This is an optimization exercise on Yosys and OpenROAD, whose aim is small area, a short achievable clock period and few clock cycles per item, not a production implementation. RTL that was checked went through simulation tests only; none was proved equivalent to the original.

the reference run:
==> flow/design.v <==
module bitcoin_hash(input logic clk, reset_n, start,
	input logic [15:0] message_addr, output_addr,
	output logic done, mem_we,
	output logic [15:0] mem_addr,
	output logic [31:0] mem_write_data,
	input logic [31:0] mem_read_data);
	function automatic logic [31:0] k(input logic [5:0] i);
		case (i)
			6'd0: k = 32'h428a2f98;
			6'd1: k = 32'h71374491;
			6'd2: k = 32'hb5c0fbcf;
			6'd3: k = 32'he9b5dba5;
			6'd4: k = 32'h3956c25b;
			6'd5: k = 32'h59f111f1;
			6'd6: k = 32'h923f82a4;
			6'd7: k = 32'hab1c5ed5;
			6'd8: k = 32'hd807aa98;
			6'd9: k = 32'h12835b01;
			6'd10: k = 32'h243185be;
			6'd11: k = 32'h550c7dc3;
			6'd12: k = 32'h72be5d74;
			6'd13: k = 32'h80deb1fe;
			6'd14: k = 32'h9bdc06a7;
			6'd15: k = 32'hc19bf174;
			6'd16: k = 32'he49b69c1;
			6'd17: k = 32'hefbe4786;
			6'd18: k = 32'h0fc19dc6;
			6'd19: k = 32'h240ca1cc;
			6'd20: k = 32'h2de92c6f;
			6'd21: k = 32'h4a7484aa;
			6'd22: k = 32'h5cb0a9dc;
			6'd23: k = 32'h76f988da;
			6'd24: k = 32'h983e5152;
			6'd25: k = 32'ha831c66d;
			6'd26: k = 32'hb00327c8;
			6'd27: k = 32'hbf597fc7;
			6'd28: k = 32'hc6e00bf3;
			6'd29: k = 32'hd5a79147;
			6'd30: k = 32'h06ca6351;
			6'd31: k = 32'h14292967;
			6'd32: k = 32'h27b70a85;
			6'd33: k = 32'h2e1b2138;
			6'd34: k = 32'h4d2c6dfc;
			6'd35: k = 32'h53380d13;
			6'd36: k = 32'h650a7354;
			6'd37: k = 32'h766a0abb;
			6'd38: k = 32'h81c2c92e;
			6'd39: k = 32'h92722c85;
			6'd40: k = 32'ha2bfe8a1;
			6'd41: k = 32'ha81a664b;
			6'd42: k = 32'hc24b8b70;
			6'd43: k = 32'hc76c51a3;
			6'd44: k = 32'hd192e819;
			6'd45: k = 32'hd6990624;
			6'd46: k = 32'hf40e3585;
			6'd47: k = 32'h106aa070;
			6'd48: k = 32'h19a4c116;
			6'd49: k = 32'h1e376c08;
			6'd50: k = 32'h2748774c;
			6'd51: k = 32'h34b0bcb5;
			6'd52: k = 32'h391c0cb3;
			6'd53: k = 32'h4ed8aa4a;
			6'd54: k = 32'h5b9cca4f;
			6'd55: k = 32'h682e6ff3;
			6'd56: k = 32'h748f82ee;
			6'd57: k = 32'h78a5636f;
			6'd58: k = 32'h84c87814;
			6'd59: k = 32'h8cc70208;
			6'd60: k = 32'h90befffa;
			6'd61: k = 32'ha4506ceb;
			6'd62: k = 32'hbef9a3f7;
			default: k = 32'hc67178f2;
		endcase
	endfunction
	function automatic logic [31:0] iv(input logic [2:0] i);
		case (i)
			3'd0: iv = 32'h6a09e667;
			3'd1: iv = 32'hbb67ae85;
			3'd2: iv = 32'h3c6ef372;
			3'd3: iv = 32'ha54ff53a;
			3'd4: iv = 32'h510e527f;
			3'd5: iv = 32'h9b05688c;
			3'd6: iv = 32'h1f83d9ab;
			default: iv = 32'h5be0cd19;
		endcase
	endfunction
	function automatic logic [63:0] csa(input logic [31:0] x, y, z);
		csa = {x ^ y ^ z, ((x & y) | (x & z) | (y & z)) << 1};
	endfunction
	function automatic logic [31:0] ror(input logic [31:0] x, input int r);
		ror = (x >> r) | (x << (32 - r));
	endfunction
	logic [31:0] a, b, c, d, e, f, g, h;
	logic [31:0] w [16];
	logic [31:0] mid [8];
	logic [31:0] p;
	logic [7:0] u;
	logic [5:0] kj;
	logic [4:0] n;
	logic b1, run;
	logic [31:0] s0, s1, ch, maj, a_new, e_new;
	logic [31:0] x1s, x1c, x2s, x2c, x3s, x3c, x4s, x4c, x5s, x5c;
	always_comb begin
		s1 = ror(e, 6) ^ ror(e, 11) ^ ror(e, 25);
		ch = (e & f) ^ (~e & g);
		s0 = ror(a, 2) ^ ror(a, 13) ^ ror(a, 22);
		maj = (a & b) ^ (a & c) ^ (b & c);
		{x1s, x1c} = csa(p, ch, d);
		{x2s, x2c} = csa(x1s, x1c, s1);
		e_new = x2s + x2c;
		{x3s, x3c} = csa(p, ch, maj);
		{x4s, x4c} = csa(x3s, x3c, s1);
		{x5s, x5c} = csa(x4s, x4c, s0);
		a_new = x5s + x5c;
	end
	logic run_n, b1_n;
	logic [7:0] u_n;
	always_comb begin
		run_n = run;
		b1_n = b1;
		u_n = u + 8'd1;
		if (!run) begin
			if (start) begin
				run_n = 1;
				b1_n = 1;
				u_n = 8'd64;
			end
		end else if (b1) begin
			if (u == 8'd138) begin
				b1_n = 0;
				u_n = 8'd0;
			end
		end else begin
			if (u == 8'd129) u_n = 8'd0;
			if (u == 8'd0 && n == 5'd15) run_n = 0;
		end
	end
	logic st_mid, st_iv, park, ff_on, fold, kj_clr;
	logic w_mem, w_form, w_ff, w_g, w_nonce, w_pad, w_640, w_256;
	always_ff @(posedge clk, negedge reset_n) begin
		if (!reset_n) begin
			st_mid <= 0; st_iv <= 0; park <= 0; ff_on <= 0; fold <= 0; kj_clr <= 0;
			w_mem <= 0; w_form <= 0; w_ff <= 0; w_g <= 0; w_nonce <= 0; w_pad <= 0; w_640 <= 0; w_256 <= 0;
		end else begin
			st_mid <= run_n && !b1_n && u_n == 8'd0;
			st_iv <= run_n && u_n == 8'd66;
			park <= run_n && (b1_n ? u_n == 8'd131 : u_n == 8'd65);
			ff_on <= run_n && (b1_n ? (u_n >= 8'd131 && u_n <= 8'd138) : (u_n >= 8'd65 && u_n <= 8'd72));
			fold <= run_n && !b1_n && u_n == 8'd129;
			kj_clr <= u_n == 8'd65 || (b1_n ? (u_n == 8'd130 || u_n == 8'd138) : u_n == 8'd129);
			w_form <= run_n && ((u_n >= 8'd81 && u_n <= 8'd128) || (!b1_n && u_n >= 8'd15 && u_n <= 8'd62));
			w_mem <= run_n && (b1_n ? ((u_n >= 8'd65 && u_n <= 8'd80) || u_n == 8'd138)
			                        : (u_n == 8'd129 || u_n == 8'd0 || u_n == 8'd1));
			w_ff <= run_n && !b1_n && u_n >= 8'd65 && u_n <= 8'd72;
			w_g <= run_n && (b1_n ? u_n == 8'd130 : u_n == 8'd64);
			w_nonce <= run_n && !b1_n && u_n == 8'd2;
			w_pad <= run_n && !b1_n && (u_n == 8'd3 || u_n == 8'd73);
			w_640 <= run_n && !b1_n && u_n == 8'd14;
			w_256 <= run_n && !b1_n && u_n == 8'd80;
		end
	end
	logic [31:0] ff_x, ff_y, ff;
	always_comb begin
		ff_x = b1 ? iv(kj[2:0]) : mid[0];
		ff_y = park ? a : w[8];
		ff = ff_x + ff_y;
	end
	logic [31:0] wf, wnew, y1s, y1c, y2s, y2c;
	always_comb begin
		{y1s, y1c} = csa(ror(w[14], 17) ^ ror(w[14], 19) ^ (w[14] >> 10), w[9],
		                 ror(w[1], 7) ^ ror(w[1], 18) ^ (w[1] >> 3));
		{y2s, y2c} = csa(y1s, y1c, w[0]);
		wf = y2s + y2c;
		wnew = ({32{w_form}} & wf) | ({32{w_mem}} & mem_read_data) | ({32{w_ff}} & ff)
		     | ({32{w_g}} & g) | ({32{w_nonce}} & {27'd0, n}) | (w_pad ? 32'h80000000 : 32'd0)
		     | (w_640 ? 32'd640 : 32'd0) | (w_256 ? 32'd256 : 32'd0);
	end
	logic [31:0] p_h, p_k;
	always_comb begin
		p_h = st_iv ? iv(3'd7) : (st_mid ? mid[7] : g);
		p_k = fold ? 32'h307b5f59 : k(kj);	 
	end
	always_ff @(posedge clk) begin
		if (st_mid) begin
			a <= mid[0]; b <= mid[1]; c <= mid[2]; d <= mid[3];
			e <= mid[4]; f <= mid[5]; g <= mid[6]; h <= mid[7];
		end else if (st_iv) begin
			a <= iv(0); b <= iv(1); c <= iv(2); d <= iv(3);
			e <= iv(4); f <= iv(5); g <= iv(6); h <= iv(7);
		end else begin
			a <= a_new; b <= a; c <= b; d <= c;
			e <= e_new; f <= e; g <= f; h <= g;
		end
		mem_write_data <= a_new;
		p <= p_h + p_k + w[15];
		for (int i = 0; i < 15; i++) w[i] <= w[i+1];
		w[15] <= wnew;
		if (park) begin
			w[8] <= b; w[9] <= c; w[10] <= d;
			w[11] <= e; w[12] <= f; w[13] <= g;
		end
		if (ff_on) begin
			for (int i = 0; i < 7; i++) mid[i] <= mid[i+1];
			mid[7] <= b1 ? ff : mid[0];
		end
		if (kj_clr) kj <= 6'd0;
		else kj <= kj + 6'd1;
	end
	always_ff @(posedge clk, negedge reset_n) begin
		if (!reset_n) begin
			run <= 0;
			b1 <= 0;
			u <= 0;
			n <= 0;
			done <= 1;
			mem_we <= 0;
			mem_addr <= 0;
		end else begin
			run <= run_n;
			b1 <= b1_n;
			u <= u_n;
			mem_we <= 0;
			mem_addr <= mem_addr + 16'd1;
			if (!run) begin
				done <= !start;
				if (start) begin
					n <= 5'd31;
					mem_addr <= message_addr;
				end
			end else if (b1) begin
				if (u == 8'd136) mem_addr <= message_addr + 16'd16;
			end else begin
				if (u == 8'd127) mem_addr <= message_addr + 16'd16;
				if (u == 8'd0 && n != 5'd31) begin
					mem_we <= 1;
					mem_addr <= output_addr + {12'd0, n[3:0]};
				end
				if (u == 8'd1) n <= n + 5'd1;
			end
		end
	end
endmodule
Settings: LEC_CHECK=0, ABC_AREA=1, CAP_MARGIN=20, CORE_MARGIN=2, CORE_UTILIZATION=40, CTS_CLUSTER_DIAMETER=60, CTS_CLUSTER_SIZE=25, SETUP_SLACK_MARGIN=4.7, SLEW_MARGIN=20, TNS_END_PERCENT=3; clock period 9.0 ns.
run.sh (not shown) runs the stock make flow with config.mk's settings and CLKGATE_MAP_FILE= SYNTH_SCRIPT=/design/flow/synth_recipe.tcl, a recipe that flattens the netlist after the stock synthesis.
Testbench counts of the reference run, summed over its fixed seeds: cycles 51,792, jobs 24.
What the trial run does differently from the reference run at the input level:
# the reference run
export LEC_CHECK = 0
export ABC_AREA = 1
export CAP_MARGIN = 20
export CORE_MARGIN = 2
export CORE_UTILIZATION = 40
export CTS_CLUSTER_DIAMETER = 60
export CTS_CLUSTER_SIZE = 25
export SETUP_SLACK_MARGIN = 4.7
export SLEW_MARGIN = 20
export TNS_END_PERCENT = 3
create_clock -name core_clock -period 9.0 [get_ports {clk}]
# the trial run
export LEC_CHECK = 0
export ABC_AREA = 1
export CAP_MARGIN = 20
export CORE_MARGIN = 2
export CORE_UTILIZATION = 40
export CTS_CLUSTER_DIAMETER = 60
export CTS_CLUSTER_SIZE = 25
export GPL_ROUTABILITY_DRIVEN = 0
export SETUP_SLACK_MARGIN = 5
export SLEW_MARGIN = 20
export TNS_END_PERCENT = 10
create_clock -name core_clock -period 9.0 [get_ports {clk}]
Findings:
Summary of the trial run over the reference run: number of enable flip-flop cells after synthesis barely changed. Any difference in worst slack on hold paths between the reference run and the trial run is small enough to ignore. Between the trial run and the reference run, the wire length on met2 is lower for the trial run. The final reports for the trial run and the reference run show clock-buffer cell count lower in the former. Diff the reference run -> the trial run | number of cells on the critical path | increase of 3. In the trial run, the post-route minimum period came out 0.25 ns below the value in the reference run. On slew at the pin with the worst max-slew slack, the lower figure sits with the reference run, not the trial run. Relative to the reference run, wire length of the first global-routing pass decreased by 6.3% in the trial run. Wire length: higher on the reference run.

========
// bitcoin_hash: RTL as listed in full above, without the edits since
Settings: LEC_CHECK=0, ABC_AREA=1, CAP_MARGIN=20, CORE_MARGIN=2, CORE_UTILIZATION=40, CTS_CLUSTER_DIAMETER=60, CTS_CLUSTER_SIZE=25, SETUP_SLACK_MARGIN=5, SLEW_MARGIN=20, TNS_END_PERCENT=1; clock period 9.0 ns.
The starting point produced a clean layout.
Testbench counts at the start, summed over its fixed seeds: cycles 51,792, jobs 24.
Rerun with:
TNS_END_PERCENT = 3   (was 1)
Worst setup slack is better by 0.024 ns.
Die area is unchanged.
Cell area stays flat.
Fmax grows by about 0.6%.
Core utilization stays flat.
Register-to-register slack improved by 0.02 ns.
Area after synthesis stays the same.
Global-route usage is about the same.
Non-clock buffer count rises by 3.

========
alpha:
RTL: the design.v shown in full above, as it stands there.
==> flow/config.mk <==
export PLATFORM = sky130hd
export DESIGN_NAME = bitcoin_hash
export DESIGN_NICKNAME = bitcoin_hash
export VERILOG_FILES = /design/flow/design.v
export SDC_FILE = /design/flow/constraint.sdc
export NUM_CORES = 4
export LEC_CHECK = 0
export ABC_AREA = 1
export CAP_MARGIN = 20
export CORE_MARGIN = 2
export CORE_UTILIZATION = 40
export CTS_BUF_LIST = sky130_fd_sc_hd__clkbuf_4 sky130_fd_sc_hd__clkbuf_16
export CTS_CLUSTER_DIAMETER = 60
export CTS_CLUSTER_SIZE = 25
export SETUP_SLACK_MARGIN = 5
export SLEW_MARGIN = 20
export TNS_END_PERCENT = 3
==> flow/constraint.sdc <==
create_clock -name core_clock -period 9.0 [get_ports {clk}]
set_input_delay 1.8000 -clock core_clock [delete_from_list [all_inputs] [get_ports {clk}]]
set_output_delay 1.8000 -clock core_clock [all_outputs]
set_load 0.01 [all_outputs]
Testbench counts of alpha, summed over its fixed seeds: cycles 51,792, jobs 24.
diff inputs: alpha => beta
-- flow/config.mk --
<<< alpha, line 11
export CORE_UTILIZATION = 40
export CTS_BUF_LIST = sky130_fd_sc_hd__clkbuf_4 sky130_fd_sc_hd__clkbuf_16
export CTS_CLUSTER_DIAMETER = 60
>>> beta, line 11
export CORE_UTILIZATION = 40
export CTS_CLUSTER_DIAMETER = 60
<<< alpha, line 16
export SLEW_MARGIN = 20
export TNS_END_PERCENT = 3
>>> beta, line 15
export SLEW_MARGIN = 20
export TNS_END_PERCENT = 10
==> run summary <==
Sort beta and alpha by fraction of layout cells with a size suffix above 1, ascending, and alpha comes first.
Compared with alpha, in beta final cell count barely changed; biggest fanout along the worst timing path shows a reduction of 2; number of antenna violations at the first check in global routing picked up an extra 1.

========
## run A
Another version of the RTL of bitcoin_hash (not shown whole).
Size in the first run: about 6900 cells after synthesis, about 1100 flip-flops, ~120 I/O pins, roughly 59000 um^2 of cells after synthesis.
## bitcoin_hash
module bitcoin_hash(input logic clk, reset_n, start,
	input logic [15:0] message_addr, output_addr,
	output logic done, mem_we,
	output logic [15:0] mem_addr,
	output logic [31:0] mem_write_data,
	input logic [31:0] mem_read_data);
clock: 9.0 ns
lec_check: 0
abc_area: 1
cap_margin: 20
core_margin: 2
core_utilization: 50
place_density: 0.8
setup_slack_margin: 5
slew_margin: 20
tns_end_percent: 10
For run B, these inputs were changed with respect to run A:
Settings: a change of CORE_UTILIZATION from 50 to 40; a deleted PLACE_DENSITY that had been 0.8.
Results
Going from run A to run B, detailed placer's ending HPWL shows an increase of about 6%; portion of the post-synthesis area used by sequential elements did not really move. Run B: final cycle utilization of the critical path is 1.1 points lower than what run A reported.
#### Input delta (run C over run B)
Settings: ABC_AREA no longer set, was 1.
### Flow results
- Fraction of area in multi-input gates, run C and run B: higher on run C
- Summary — number of stages on the worst setup path, run C relative to run B: lower, by 2.
- Critical path buffer and inverter count ended up 2 lower on run C than on run B.
- The number of antenna cells inserted in run C was lower than what run B gave.
- Diff run B -> run C: actual transition at the worst max-transition pin went down, area of the die went down.
Changes in run D relative to run C:
Settings: putting ABC_AREA at 1 where nothing was set.
==> flow/flow/run.sh (new file) <==
#!/bin/bash
# The standard layout, with the timing repair free to change a cell's
# footprint when it resizes it (the platform default keeps the footprint).
set -euo pipefail
bash standard.sh synth > synth.log 2>&1
bash standard.sh MATCH_CELL_FOOTPRINT=0 finish > layout.log 2>&1
==> flow/standard.sh (new file) <==
#!/bin/bash
# synth_recipe.tcl (not shown) runs the flow's synth.tcl, then flattens the netlist and writes it again
# the make line also repeats each setting of config.mk as NAME=value (left out here)
make -C /OpenROAD-flow-scripts/flow DESIGN_CONFIG=/design/flow/config.mk WORK_HOME=/design/flow/orfs CLKGATE_MAP_FILE= SYNTH_SCRIPT=/design/flow/synth_recipe.tcl "${@:-finish}"
removed: flow/run.sh
[summary]
Looking only at fraction of standard cell area that is sequential, and setting everything else aside, the lower value of run C and run D goes to run D. Diff run C -> run D | number of distinct library cells after synthesis | down by more than 10%. Run C → run D: die area went up 5200 um^2, wire length after detailed routing went up 25%. Period utilization ends up lower on run D. Of run C and run D, run D shows the lower share of final-layout standard cells stronger than drive strength 1, with run C above it. The higher stage delay of the slowest cell on the critical path of run C and run D is in run D. Relative to run C, mean routed wirelength per cell has increased by 5.1% in run D.
No run of this note included a check of the RTL's function; only the layout flow was run.

## port drivers added, routing unchanged
No port has a modelled driver above. Below, the same layouts with a new extraction and two added sets of constraints.
Step 1 sets driving cells, clkbuf_16 on the clock port and buf_2 on the other inputs (assumed; they add their load-dependent delay and slew).
Step 2 also shifts input and output timing later by t, the mid clock arrival at the registers, as if the neighbouring blocks saw the same clock.
Slacks: no drivers / after step 1 / after step 2; pairs: no drivers / after step 1.
| run | t, ns | slack for setup (ns) | worst hold slack (ns) | worst setup path after step 2 | worst register clock-pin slew, ns |
|---|---|---|---|---|---|
| the reference run | 0.828 | 4.622 / 4.622 / 4.521 | 0.323 / 0.323 / 0.323 | input to register | 0.10 / 0.10 |
| the trial run | 0.825 | 4.870 / 4.870 / 4.488 | 0.323 / 0.323 / 0.323 | input to register | 0.10 / 0.10 |
| the first run of note 2 | 0.824 | 4.884 / 4.884 / 4.505 | 0.322 / 0.322 / 0.322 | input to register | 0.10 / 0.10 |
| the second run of note 2 | 0.823 | 4.908 / 4.908 / 4.516 | 0.322 / 0.322 / 0.322 | input to register | 0.10 / 0.10 |
| alpha | 0.824 | 4.824 / 4.824 / 4.516 | 0.322 / 0.322 / 0.322 | input to register | 0.10 / 0.10 |
| beta | 0.824 | 4.880 / 4.880 / 4.513 | 0.322 / 0.322 / 0.322 | input to register | 0.09 / 0.09 |
| run A | 0.843 | 4.757 / 4.757 / 4.396 | 0.317 / 0.317 / 0.317 | input to register | 0.07 / 0.07 |
| run B | 0.845 | 4.861 / 4.861 / 4.389 | 0.315 / 0.315 / 0.315 | input to register | 0.08 / 0.08 |
| run C | 0.803 | 4.645 / 4.645 / 4.105 | 0.317 / 0.317 / 0.317 | input to register | 0.07 / 0.07 |
| run D | 0.845 | 4.900 / 4.900 / 4.397 | 0.314 / 0.314 / 0.314 | input to register | 0.08 / 0.08 |
After both steps setup and hold are still met in every run listed. For run C, which loses most, drivers alone change the setup slack by 0.000 ns; drivers and shift together by -0.540 ns.
